This is an optimization exercise on Yosys and OpenROAD, whose aim is small area, not a production implementation.
In this exercise RTL edits were held to simulation tests only and were not proved equivalent to the original.
The clock port is modelled as an ideal driver, which makes a skipped or thinned clock tree look cheaper than it is; a real chip needs a root buffer or a tree.
No activity file was given, so power comes from the tool's default toggle rates.

// mvm_uart_system
module mvm_uart_system (
    input  logic clk,
    input  logic rstn,
    input  logic rx,
    output logic tx
);
    logic       rxk;     
    logic       rxx;     
    wire        txm = ~rxk & ~rxx;   
    logic [3:0] ph;      
    logic [7:0] cnt;     
    logic [1:0] bj;      
    logic [2:0] c;       
    logic [2:0] r;       
    wire rx_mode  = rxk | rxx;
    wire cnt_zero = (cnt == 8'd0);
    wire [3:0] bitn = cnt[7:4];
    wire e15 = (cnt[3:0] == 4'd15);
    wire go   = rx_mode ? ~rx : (ph == 4'd0);
    wire last = e15 & (bitn == (rx_mode ? 4'd8 : 4'd9));
    wire wait_go = cnt_zero & ~go;    
    wire rx_data = rx_mode & (bitn != 4'd0);
    wire rx_adv  = rx_data & e15;
    wire tx_end  = txm & last;
    wire bj_step = rx_adv | tx_end;
    wire bj_wrap = (bj == 2'd3) | (rxk & (bj == 2'd2));
    wire c_step  = rx_adv & bj_wrap;
    wire r_step  = (c_step & rxk & (c == 3'd7)) | (tx_end & (bj == 2'd3));
    wire wbase   = rx_data & (ph[2:0] == c);
    always_ff @(posedge clk or negedge rstn) begin
        if (!rstn) begin
            ph <= '0;
        end else begin
            ph <= ph + 4'd1;
        end
    end
  ...
==> flow/config.mk <==
export PLATFORM = sky130hd
export DESIGN_NAME = mvm_uart_system
export DESIGN_NICKNAME = mvm_uart_system
export VERILOG_FILES = /design/flow/design.v
export SDC_FILE = /design/flow/constraint.sdc
export NUM_CORES = 4
export LEC_CHECK = 0
export CAP_MARGIN = 20
export CORE_MARGIN = 2
export CORE_UTILIZATION = 60
export SLEW_MARGIN = 20
==> flow/constraint.sdc <==
create_clock -name core_clock -period 10.0 [get_ports {clk}]
set_input_delay 2.0000 -clock core_clock [delete_from_list [all_inputs] [get_ports {clk}]]
set_output_delay 2.0000 -clock core_clock [all_outputs]
set_load 0.01 [all_outputs]
standard.sh (not shown) runs the stock make flow with config.mk's settings and CLKGATE_MAP_FILE= SYNTH_SCRIPT=/design/flow/synth_recipe.tcl, a recipe that flattens the netlist after the stock synthesis.
==> flow/flow/run.sh <==
#!/bin/bash
# Own layout flow: the standard ORFS flow (standard.sh) with two changes:
#  - Yosys's technology mapping uses an area-oriented ABC script (flow/abc_area.script)
#    in place of ORFS's speed script; registers and names are untouched.
#  - the clock tree step builds a two-level tree (flow/my_cts.tcl): one root
#    buffer fed by the clock port drives leaf buffers, each driving a compact
#    group of at most MY_CTS_MAX_SINKS flip-flops.
# Each tool's full output goes to logs in this folder (standard.log, and ORFS's own
# per-step logs under orfs/logs/).
set -euo pipefail
W=$PWD
S=$W/scripts_area
rm -rf "$S"
cp -r "$FLOW_HOME/scripts" "$S"
cp "$W/flow/abc_area.script" "$S/abc_speed.script"
cp "$W/flow/my_cts.tcl" "$S/my_cts.tcl"
python3 - "$S/cts.tcl" <<'PY'
import sys
p = sys.argv[1]
s = open(p).read()
old = "log_cmd clock_tree_synthesis {*}$cts_args"
assert old in s
s = s.replace(old, "source $::env(SCRIPTS_DIR)/my_cts.tcl")
open(p, "w").write(s)
PY
source "$W/flow/cts_params"
export MY_CTS_MAX_SINKS MY_CTS_LEAF MY_CTS_ROOT
bash "$W/standard.sh" "SCRIPTS_DIR=$S" finish > "$W/standard.log" 2>&1
==> flow/flow/abc_area.script <==
&get -n
&st
&syn2
&dch
&nf -R 1000
&put
topo
dnsize -c
==> flow/flow/cts_params <==
MY_CTS_MAX_SINKS=21
MY_CTS_LEAF=sky130_fd_sc_hd__clkbuf_8
MY_CTS_ROOT=sky130_fd_sc_hd__clkbuf_8
Other scripts of this flow, unchanged in this note and not shown: flow/flow/my_cts.tcl
Next try:
==> flow/flow/run.sh (replaced) <==
#!/bin/bash
# Own layout flow: the standard ORFS flow (standard.sh) with two changes:
#  - Yosys's technology mapping is run with several area-oriented ABC scripts
#    (flow/abc_*.script, in place of ORFS's speed script) and the smallest
#    netlist by Yosys's cell area is kept; registers and names are untouched.
#  - the clock tree step builds a two-level tree (flow/my_cts.tcl): one root
#    buffer fed by the clock port drives leaf buffers, each driving a compact
#    group of at most MY_CTS_MAX_SINKS flip-flops.
# Each tool's full output goes to logs in this folder (synth_*.log, standard.log,
# and ORFS's own per-step logs under orfs/logs/).
set -euo pipefail
W=$PWD
source "$W/flow/cts_params"
export MY_CTS_MAX_SINKS MY_CTS_LEAF MY_CTS_ROOT
best=""
best_area=""
for f in "$W"/flow/abc_*.script; do
  n=$(basename "$f" .script)
  S=$W/scripts_$n
  rm -rf "$S"
  cp -r "$FLOW_HOME/scripts" "$S"
  cp "$f" "$S/abc_speed.script"
  cp "$W/flow/my_cts.tcl" "$S/my_cts.tcl"
  python3 - "$S/cts.tcl" <<'PY'
import sys
p = sys.argv[1]
s = open(p).read()
old = "log_cmd clock_tree_synthesis {*}$cts_args"
assert old in s
s = s.replace(old, "source $::env(SCRIPTS_DIR)/my_cts.tcl")
open(p, "w").write(s)
PY
  rm -rf "$W/orfs"
  if bash "$W/standard.sh" "SCRIPTS_DIR=$S" synth > "$W/synth_$n.log" 2>&1; then
    a=$(grep "Chip area" "$W"/orfs/reports/*/mvm_uart_system/base/synth_stat.txt | awk '{print $NF}')
    echo "$n: $a" >> "$W/synth_choice.log"
    if [[ -z "$best" ]] || python3 -c "import sys; sys.exit(0 if float('$a') < float('$best_area') else 1)"; then
      rm -rf "$W/orfs_best"
      mv "$W/orfs" "$W/orfs_best"
      best=$n
      best_area=$a
    fi
  fi
done
echo "chosen: $best ($best_area)" >> "$W/synth_choice.log"
rm -rf "$W/orfs"
mv "$W/orfs_best" "$W/orfs"
bash "$W/standard.sh" "SCRIPTS_DIR=$W/scripts_$best" finish > "$W/standard.log" 2>&1
==> flow/flow/abc_s11.script (new file) <==
&get -n
&st
&deepsyn -T 30
&dch
&nf -R 1000
&put
topo
dnsize -c
==> flow/flow/abc_s15.script (new file) <==
&get -n
&st
&dch -f
&nf -R 1000
&put
topo
dnsize -c
==> flow/flow/abc_s16.script (new file) <==
&get -n
&st
&syn2
&dch
&nf -R 1000
&put
topo
dnsize -c
==> flow/flow/abc_s5.script (new file) <==
&get -n
&st
&dch
&nf -R 1000
&put
topo
dnsize -c
==> flow/flow/cts_params (replaced) <==
MY_CTS_MAX_SINKS=19
MY_CTS_LEAF=sky130_fd_sc_hd__clkbuf_8
MY_CTS_ROOT=sky130_fd_sc_hd__clkbuf_8
removed: flow/flow/abc_area.script
Outcome: Hold slack improves by 13 ps; synthesized area stays flat; worst setup slack improves by 1000 ps; fmax came out higher by 22%; via count came out higher by 0.52%; die area stays flat; routed wire length came out lower by 1.4%; cell area stays flat; global-route usage came out higher by 0.19 points; sequential share of layout area is about the same; critical path depth came out higher by 3.
Next try:
==> flow/flow/abc_s10.script (new file) <==
&get -n
&st
&dc2
&dch
&nf -R 1000
&put
&get -n
&st
&dch
&nf -R 1000
&put
topo
dnsize -c
==> flow/flow/abc_s14.script (new file) <==
&get -n
&st
&deepsyn -T 60
&put
&get -n
&st
&dch
&nf -R 1000
&put
topo
dnsize -c
==> flow/flow/abc_s17.script (new file) <==
&get -n
&st
&dch
&nf -R 1000
&dch
&nf -R 1000
&put
topo
dnsize -c
==> flow/flow/abc_s3.script (new file) <==
strash
balance
rewrite
refactor
balance
rewrite
rewrite -z
balance
refactor -z
rewrite -z
balance
dch
map -a
topo
dnsize -c
==> flow/flow/abc_s7.script (new file) <==
&get -n
&st
&synch2
&if -g -K 6
&synch2
&dch
&nf -R 1000
&put
topo
dnsize -c
==> flow/flow/abc_s9.script (new file) <==
strash
dc2
dch -f
amap
topo
=>
- The changed run produced a clean layout
- utilization does not change
- synthesized cell count rises by about 14%
- global-route usage is higher by 0.42 points
- clock skew is about the same
- via count increases by 9.1%
No run of this note takes its clock network from TritonCTS; it comes from the design's own scripts or RTL.


Another version of the RTL of mvm_uart_system (not shown whole).
Size: about 4 I/O pins.
## mvm_uart_system
module mvm_uart_system (
    input  logic clk,
    input  logic rstn,
    input  logic rx,
    output logic tx
);
    localparam logic [1:0] M_RXK = 2'd0, M_RXX = 2'd1, M_CMP = 2'd2, M_TX = 2'd3;
    logic [1:0] mode;
    logic [3:0] ph;      
    logic [7:0] cnt;     
    logic [1:0] bj;      
    logic [2:0] c;       
    logic [2:0] r;       
    wire rx_mode  = ~mode[1];
    wire xp       = (mode == M_RXX);
    wire cmp_mode = (mode == M_CMP);
    wire tx_mode  = (mode == M_TX);
    wire cnt_zero = (cnt == 8'd0);
    wire [3:0] bitn = cnt[7:4];
    wire go = rx_mode  ? ~rx :
              cmp_mode ? ((ph[2:0] == 3'd0) & (ph[3] == r[0])) :
                         1'b1;
    wire last = (cnt[3:0] == 4'd15) &
                (bitn == (rx_mode ? 4'd8 : cmp_mode ? 4'd2 : 4'd9));
    wire rx_data = rx_mode & (bitn != 4'd0);
    wire rx_adv  = rx_data & (cnt[3:0] == 4'd15);
    wire wbase   = rx_data & (ph[2:0] == c);
    always_ff @(posedge clk or negedge rstn) begin
        if (!rstn) begin
            ph <= '0;
        end else begin
            ph <= ph + 4'd1;
        end
    end
    always_ff @(posedge clk or negedge rstn) begin
        if (!rstn) begin
            mode <= M_RXK;
            cnt  <= '0;
            bj   <= '0;
            c    <= '0;
            r    <= '0;
        end else begin
            if ((cnt_zero & ~go) | last)
                cnt <= '0;
            else
                cnt <= cnt + 8'd1;
            if (rx_adv) begin
                if (!xp) begin
                    if (bj == 2'd2) begin
                        bj <= '0;
                        c  <= c + 3'd1;
                        if (c == 3'd7) begin
                            r <= r + 3'd1;
                            if (r == 3'd7) mode <= M_RXX;
                        end
  ...
export LEC_CHECK = 0
export CAP_MARGIN = 20
export CORE_MARGIN = 2
export CORE_UTILIZATION = 60
export SLEW_MARGIN = 20
create_clock -name core_clock -period 10.0 [get_ports {clk}]
==> flow/flow/run.sh <==
#!/bin/bash
# Own layout flow: the standard ORFS flow (standard.sh) with two changes:
#  - Yosys's technology mapping uses an area-oriented ABC script (flow/abc_area.script)
#    in place of ORFS's speed script; registers and names are untouched.
#  - clock tree synthesis uses mid-size clock buffers and no dummy loads.
# Each tool's full output goes to logs in this folder (standard.log, and ORFS's own
# per-step logs under orfs/logs/).
set -euo pipefail
W=$PWD
S=$W/scripts_area
rm -rf "$S"
cp -r "$FLOW_HOME/scripts" "$S"
cp "$W/flow/abc_area.script" "$S/abc_speed.script"
CTS=$(cat "$W/flow/cts_args")
bash "$W/standard.sh" "SCRIPTS_DIR=$S" "CTS_ARGS=$CTS" finish > "$W/standard.log" 2>&1
==> flow/flow/abc_area.script <==
&get -n
&st
&deepsyn -T 30
&dch
&nf -R 1000
&put
topo
dnsize -c
==> flow/flow/cts_args <==
-sink_clustering_enable -repair_clock_nets -dont_use_dummy_load -buf_list sky130_fd_sc_hd__clkbuf_8 -sink_clustering_size 23 -sink_clustering_max_diameter 50
==> next run, changes <==
==> flow/flow/cts_args (replaced) <==
-sink_clustering_enable -repair_clock_nets -dont_use_dummy_load -buf_list sky130_fd_sc_hd__clkbuf_8 -sink_clustering_size 22 -sink_clustering_max_diameter 80
After rerunning: Setup slack gets worse by 0.012 ns. Clock skew went down by 0.037 ns. Cell count stays flat. First-iteration DRC count increases by 2.5%.
==> next run, changes <==
==> flow/flow/abc_area.script (replaced) <==
&get -n
&st
&dch
&nf -R 1000
&put
topo
dnsize -c
==> flow/flow/cts_args (replaced) <==
-sink_clustering_enable -repair_clock_nets -dont_use_dummy_load -buf_list sky130_fd_sc_hd__clkbuf_8 -sink_clustering_size 23 -sink_clustering_max_diameter 50
--- a/flow/config.mk
+++ b/flow/config.mk
@@ -8,4 +8,4 @@
 export CAP_MARGIN = 20
 export CORE_MARGIN = 2
-export CORE_UTILIZATION = 60
+export CORE_UTILIZATION = 40
 export SLEW_MARGIN = 20
=> Clock-buffer cell count rose by 5; die area rose by well over a third; cell area rose by a few percent; flip-flop and latch count stays the same; sequential power is about the same; total power rose by a few percent; final cell count rose by about a fifth; fmax fell by a few percent; global-route usage fell by 5.8 points; sequential share of layout area fell by 2.7 points.
==> next run, changes <==
==> flow/flow/cts_args (replaced) <==
-sink_clustering_enable -repair_clock_nets -dont_use_dummy_load -buf_list sky130_fd_sc_hd__clkbuf_4 sky130_fd_sc_hd__clkbuf_8 -sink_clustering_size 22 -sink_clustering_max_diameter 50
With this change the flow died in clock tree synthesis on STA-0564.
Area after synthesis is unchanged.
Synthesized cell count is unchanged.
==> next run, changes <==
==> flow/flow/cts_args (replaced) <==
-sink_clustering_enable -repair_clock_nets -dont_use_dummy_load -buf_list sky130_fd_sc_hd__clkbuf_8 -sink_clustering_size 20 -sink_clustering_max_diameter 60
With this change the flow produced a clean layout.
Synthesized cell count is unchanged.
Area after synthesis is unchanged.
==> next run, changes <==
==> flow/flow/cts_args (replaced) <==
-sink_clustering_enable -repair_clock_nets -dont_use_dummy_load -buf_list sky130_fd_sc_hd__clkbuf_8 -sink_clustering_size 23 -sink_clustering_max_diameter 50
--- a/flow/config.mk
+++ b/flow/config.mk
@@ -8,4 +8,4 @@
 export CAP_MARGIN = 20
 export CORE_MARGIN = 2
-export CORE_UTILIZATION = 40
+export CORE_UTILIZATION = 60
 export SLEW_MARGIN = 20
Outcome:
- worst setup slack gets worse by 0.13 ns
- routed wire length stays flat
- count of clock-buffer cells in the layout goes down by 2
- via count goes down by 2.3%

## port drivers added, routing unchanged
The flow's constraints put no driver on any port. The routed layouts listed below were extracted and timed again, unchanged, in two steps. Step 1 sets driving cells, clkbuf_16 on the clock port and buf_2 on the other inputs (assumed; they add their load-dependent delay and slew). Step 2 times the ports against the registers' clock, not the clock port: input delays grow and output delays shrink by t, the midpoint of the rising clock arrivals with the driver on. Three values: no drivers, after step 1, after step 2; two values: the first two.
run	t (ns)	setup WS [ns]	clock arrival spread, ns	pins driven straight from the clock port
the first run of note 1	0.478	4.174 / 4.180 / 3.702	0.022 / 0.022	1
the second run of note 1	0.471	5.209 / 5.209 / 5.209	0.016 / 0.015	1
the third run of note 1	0.468	3.797 / 3.791 / 3.323	0.019 / 0.019	1
the first run of note 2	0.502	5.180 / 5.180 / 5.180	0.071 / 0.071	1
the second run of note 2	0.522	5.168 / 5.168 / 5.168	0.035 / 0.035	1
the third run of note 2	0.514	4.987 / 4.987 / 4.987	0.072 / 0.071	1
the fifth run of note 2	0.512	4.964 / 4.964 / 4.964	0.055 / 0.055	1
the sixth run of note 2	0.495	4.838 / 4.838 / 4.838	0.070 / 0.070	1
After both steps every run listed still meets setup and hold. The setup slack of the third run of note 1, which loses most, moves by -0.006 ns with the drivers and by -0.474 ns with both steps.
